This design comes from an exercise in tuning for small area on the open sky130 flow, not from production work.
Only simulation tests tie the RTL to the original design; equivalence was not proved.

==> flow/design.v, too long to show whole: its modules and the start of the top module <==
// module Adder: 38 lines
// module CLA16B: 31 lines
// module CLA16B1x16S: 8 lines
// module CLA16B2x8S: 10 lines
// module CLA16B4x4S: 12 lines
// module StandAdder: 19 lines
// module mul8x8comb: 92 lines
// module avr_mul: 238 lines
// module alu_avr: 147 lines
// module bit_processor: 89 lines
// module io_adr_dec: 55 lines
// module io_reg_file: 150 lines
// module reg_file: 66 lines
// module pm_fetch_dec: 1254 lines
// module avr_core: 395 lines
// module avr_cpu: 65 lines
module avr_cpu (
    input  wire        clk,
    input  wire        rst_n,
    output wire [15:0] pc,
    input  wire [15:0] inst,
    output wire [5:0]  adr,
    output wire        iore,
    output wire        iowe,
    output wire [15:0] ramadr,
    output wire        ramre,
    output wire        ramwe,
    input  wire        cpuwait,
    input  wire [7:0]  dbusin,
    output wire [7:0]  dbusout,
    input  wire [22:0] irqlines,
    output wire        irqack,
    output wire [4:0]  irqackad,
    output wire        sleepi,
    output wire        irqok,
    output wire        globint,
    output wire        wdri,
    output wire [15:0] spm_out,
    output wire        spm_inst,
    input  wire        spm_wait,
    output wire        valid_instr,
    output wire        change_flow
);
  // ...
==> flow/run.sh <==
#!/bin/bash
# synth_recipe.tcl (not shown) runs the flow's synth.tcl, then flattens the netlist and writes it again
# the make line also repeats each setting of config.mk as NAME=value (left out here)
make -C /OpenROAD-flow-scripts/flow DESIGN_CONFIG=/design/flow/config.mk WORK_HOME=/design/flow/orfs CLKGATE_MAP_FILE= SYNTH_SCRIPT=/design/flow/synth_recipe.tcl finish
==> flow/config.mk <==
export PLATFORM = sky130hd
export DESIGN_NAME = avr_cpu
export DESIGN_NICKNAME = avr_cpu
export VERILOG_FILES = /design/flow/design.v
export SDC_FILE = /design/flow/constraint.sdc
export NUM_CORES = 4
export LEC_CHECK = 0
export CAP_MARGIN = 20
export CORE_MARGIN = 2
export CORE_UTILIZATION = 35
export SLEW_MARGIN = 20
==> flow/constraint.sdc <==
create_clock -name core_clock -period 12.0 [get_ports {clk}]
set_input_delay 2.4000 -clock core_clock [delete_from_list [all_inputs] [get_ports {clk}]]
set_output_delay 2.4000 -clock core_clock [all_outputs]
set_load 0.01 [all_outputs]
==> results.json, run 1 <==
{
  "top_layer": "met5",
  "die_area_mm2": 0.09806,
  "cts_setup_buffers": 32,
  "drt-total-wl_um": 173700,
  "min_path_type": "reg2reg",
  "clock_skew_ps": 49.48,
  "utilization_pct": 44.15,
  "tap_cells": 1265,
  "grt_pass1_vias": 34109,
  "multi_input_area_mm2": 0.02127,
  "crit_slowest_cell": "fa_1",
  "largest_reg_flops": 256,
  "final_common_cell": "nand2_1",
  "hold_path_end": "core.pm_fetch_dec_Inst.spm_st2_current",
  "grt_use_total_pct": 34.43,
  "ys.flop_type": "dfrtp_1",
  "setup_viol": 32,
  "cap_viol_max_count": 0,
  "cts_tree": "built",
  "arrival_ps": 12820,
  "path_depth": 46,
  "area_growth_pct": 25.22,
  "vias": 36020,
  "sequential_cell_total": 431,
  "yosys_warnings": 5,
  "cts_resized": 66,
  "setup_slack_ps": -301.0,
  "synth-xor-area-share_pct": 0.7033,
  "dr_wl_met3_um": 19230,
  "cp-end-kind": "flip-flop",
  "slew_violations": 0,
  "inverters": 152,
  "so_faults": "setup timing",
  "yosys.area.top_type_share_pct": 32.24,
  "dieHeight_um": 313.1,
  "wl_met2_um": 73830,
  "max_freq_mhz": 81.29,
  "yosys.area_share.simple_pct": 21.47,
  "cp-startpoint": "core.pm_fetch_dec_Inst.call_st2_current",
  "status": "complete, but fails checks",
  "stdcell_count": 5809,
  "grt_max_degree": 138
}
==> run 2: changes to the inputs <==
--- a/flow/config.mk
+++ b/flow/config.mk
@@ -5,7 +5,10 @@
 export SDC_FILE = /design/flow/constraint.sdc
 export NUM_CORES = 4
 export LEC_CHECK = 0
-export CAP_MARGIN = 20
+export CAP_MARGIN = 10
 export CORE_MARGIN = 2
 export CORE_UTILIZATION = 35
-export SLEW_MARGIN = 20
+export CTS_CLUSTER_DIAMETER = 100
+export CTS_CLUSTER_SIZE = 30
+export GPL_TIMING_DRIVEN = 0
+export SLEW_MARGIN = 10
==> run 2 against run 1 <==
Effect of this change:
- still fails the layout checks on setup timing
- core utilization is 1.2 points lower
- routed wire length is 15% higher
- largest cell class unchanged
- register-to-register slack worse by 380 ps
- critical path type unchanged
- setup slack worse by 380 ps
- hold slack worse by 21 ps
==> results.json, run 2 <==
{
  "slew_violations": 0,
  "arrival_ps": 13210,
  "fp.dieW_um": 313.1,
  "syn-cell-area_mm2": 0.03345,
  "synth_largest_area_cell": "dfrtp_1",
  "crit_top_cell": "fa_2",
  "dieHeight_um": 313.1,
  "cts_tree": "built",
  "routabilityCongestion": 1.045,
  "synth-edff-count": 0,
  "synth_area_leaders": "dfrtp_1 (32%), nand2_1 (8.4%), fa_1 (6.1%)",
  "drtPass1Iterations": 9,
  "worstReg2RegStart": "core.pm_fetch_dec_Inst.pop_st_current",
  "rows": 113,
  "hold_violations": 0,
  "clock_skew_ps": 77.54,
  "final_common_cell": "nand2_1",
  "vias": 37176,
  "cp-end-kind": "flip-flop",
  "rr_worst_depth": 41,
  "layout-drive-gt1-share_pct": 16.23,
  "crit_type": "reg2reg",
  "drtAntennaViolNets": 0,
  "htree_levels": 1,
  "rsz0062_at_grt": "true",
  "overflow": 0,
  "place_hpwl_um": 154100,
  "wl_per_cell_um": 35.20,
  "grt_max_degree": 100,
  "yosys-top-cells-count": "nand2_1 (747), dfrtp_1 (431), nor2_1 (357)",
  "crit_fanout": 10,
  "largest_reg_flops": 256,
  "setup_viol": 44,
  "min_path_type": "reg2reg",
  "cap_viol_max_count": 0,
  "seq_area_mm2": 0.01080,
  "worstSetupStartpointType": "flip-flop",
  "clkSinkCount": 431,
  "max_freq_mhz": 78.85,
  "r2r_slack_ps": -680,
  "clkSlewWorstSetupHoldPaths_ps": 110,
  "crit_slowest_cell": "o211ai_1",
  "grt_pass1_wl_um": 274000,
  "start_util_pct": 35.26,
  "hold_start": "core.pm_fetch_dec_Inst.instruction_reg_current[7]",
  "clock_latency_ps": 720,
  "area_growth_pct": 21.67,
  "mostFrequentLayoutCells": "nand2_1 (741), dfrtp_1 (416), nor2_1 (344)",
  "yosysMostFrequentCell": "nand2_1",
  "relSlewSlack_pct": 6.755,
  "io_buffer_count": 129,
  "synthesis.nets": 4274,
  "grt_pass1_vias": 33971,
  "core_mm2": 0.09487,
  "clockRootBuffer": "clkbuf_16",
  "stdcell_count": 5674,
  "max-clock-path-buffers": 3,
  "die_area_mm2": 0.09806,
  "cp-startpoint": "core.pm_fetch_dec_Inst.pop_st_current",
  "yosysSeqAreaShare_pct": 32.24,
  "setup_slack_ps": -682.6,
  "synth_area_per_cell_um2": 8.194,
  "finalCriticalPeriod_ps": 12680,
  "regMostFlops": "core.GPRF_Inst.regs.q",
  "drtIter0Drc": 5807,
  "drc": 0,
  "so_faults": "setup timing",
  "hold_depth": 0,
  "fill_cells": 9675,
  "final_nets": 4575,
  "io_pins": 130,
  "synth_cell_types": 114,
  "antenna_found_initial": 7,
  "synth.ff_latch_count": 431,
  "cts_buffers": 29,
  "vias_per_cell": 6.552,
  "multi_input_area_mm2": 0.02190,
  "finalCritPeriodShare_pct": 105.7,
  "ys.flop_type": "dfrtp_1",
  "yosys.area.top_type_share_pct": 32.24,
  "dp.cells": 5497,
  "async_flop_share_pct": 100.0,
  "yosys_warnings": 5,
  "status": "complete, but fails checks",
  "drt-total-wl_um": 199700,
  "cpPeakStageDelay_ps": 790,
  "grt_use_total_pct": 39.55,
  "tightest_slew_ps": 1399,
  "crit_required_ps": 12530,
  "syn_inst": 4082
}
## run 2: cell counts after synthesis
Identical to the previous run, type by type.
## run 2: through the flow
stage / worst slack (ps) / cell area [µm²] / hold WS [ps] / TNS (ps) / utilization, %
2_1_floorplan: 60.03 / 33540 / 351.9 / 0 / -
3_3_place_gp: -13530 / 36410 / 375.4 / -5649620 / 38.38
3_5_place_dp: -5112 / 36790 / 370.1 / -556900 / 38.78
4_1_cts: -710.0 / 39840 / 399.5 / -17990 / 42.00
5_1_grt: -873.8 / 40690 / 417.0 / -23560 / 42.89
6_report: -682.6 / 40700 / 404.5 / -17620 / 42.90
## run 2: worst max-delay path: cells and delay by family, from the launching register on
kind	cells	cell delay, ps
adder cells (fa/ha/maj)	13	5100
AO/OA/AOI/OAI	9	2570
buffers and inverters	11	2420
AND/OR/NAND/NOR	6	1620
flip-flops	1	470
XOR/XNOR	2	340
## run 2: cells by family (layout without fill, tap and decap cells)
| family | Yosys count | count (layout) | synth area share [%] |
|---|---|---|---|
| simple gates | 1595 | 1595 | 21.47 |
| xor+xnor | 26 | 26 | 0.7033 |
| mux | 295 | 295 | 9.890 |
| fa+ha+maj | 143 | 143 | 7.624 |
| flops | 431 | 431 | 32.24 |
| other cells | 0 | 4 | 0 |
| buf+inv | 456 | 779 | 5.858 |
| compound gates | 1136 | 1136 | 22.21 |
## run 2: cell type report
type / instances / share of cell area (%)
multi-input combinational: 3195 / 53.81
tap: 1265 / 3.889
sequential: 431 / 26.55
antenna: 4 / 0.02459
buffer: 291 / 4.532
timing repair buffer: 283 / 6.920
clock inverter: 23 / 1.039
clock buffer: 30 / 1.817
inverter: 152 / 1.423
## run 2: per-layer routing
metal / part of all wire [%] / vias up / GRT usage, %
met5: 0.016 / - / 0
met4: 6.3 / 4 / 19.76
met1: 41 / 18711 / 55.08
met2: 41 / 2596 / 56.38
li1: - / 15299 / -
met3: 12 / 566 / 10.39
## run 2: repair_timing
item | 4_1_cts | 5_1_grt
resized for setup | 302 | 153
setup endpoints to repair | 186 | 95
pin swaps | 60 | 33
hold buffers | 0 | 0
cloned | 4 | 0
setup buffers | 84 | 45
## run 2: path summary, 6_finish.rpt
path / to
max in group asynchronous: core.pm_fetch_dec_Inst.ramre_int_current
min in group asynchronous: core.GPRF_Inst.regs[6].q[1]
min reg2reg: flip-flop
max: core.GPRF_Inst.regs[25].q[7]
min: flip-flop
max reg2reg: core.GPRF_Inst.regs[25].q[7]

==> afterwards: timing with drivers on the ports <==
The results above use ideal ports. As a check the final layouts listed here were re-extracted and re-timed, cells and wires unchanged.
Step 1 (the two cells are an assumption about what drives the block):
set clk [get_ports {clk}]
set_driving_cell -lib_cell sky130_fd_sc_hd__clkbuf_16 $clk
set_driving_cell -lib_cell sky130_fd_sc_hd__buf_2 [delete_from_list [all_inputs] $clk]
Step 2 times the ports against the registers' clock, not the clock port: input delays grow and output delays shrink by t, the midpoint of the rising clock arrivals with the driver on.
Three values: ideal, step 1, step 2; two values: the first two.
| run | t, ns | setup slack, ns | clock arrival spread, ns | worst data-port slew with drivers (ns) |
|---|---|---|---|---|
| run 1 | 0.720 | -0.301 / -0.301 / -0.301 | 0.050 / 0.049 | 0.05 |
| run 2 | 0.745 | -0.683 / -0.683 / -0.683 | 0.078 / 0.078 | 0.05 |
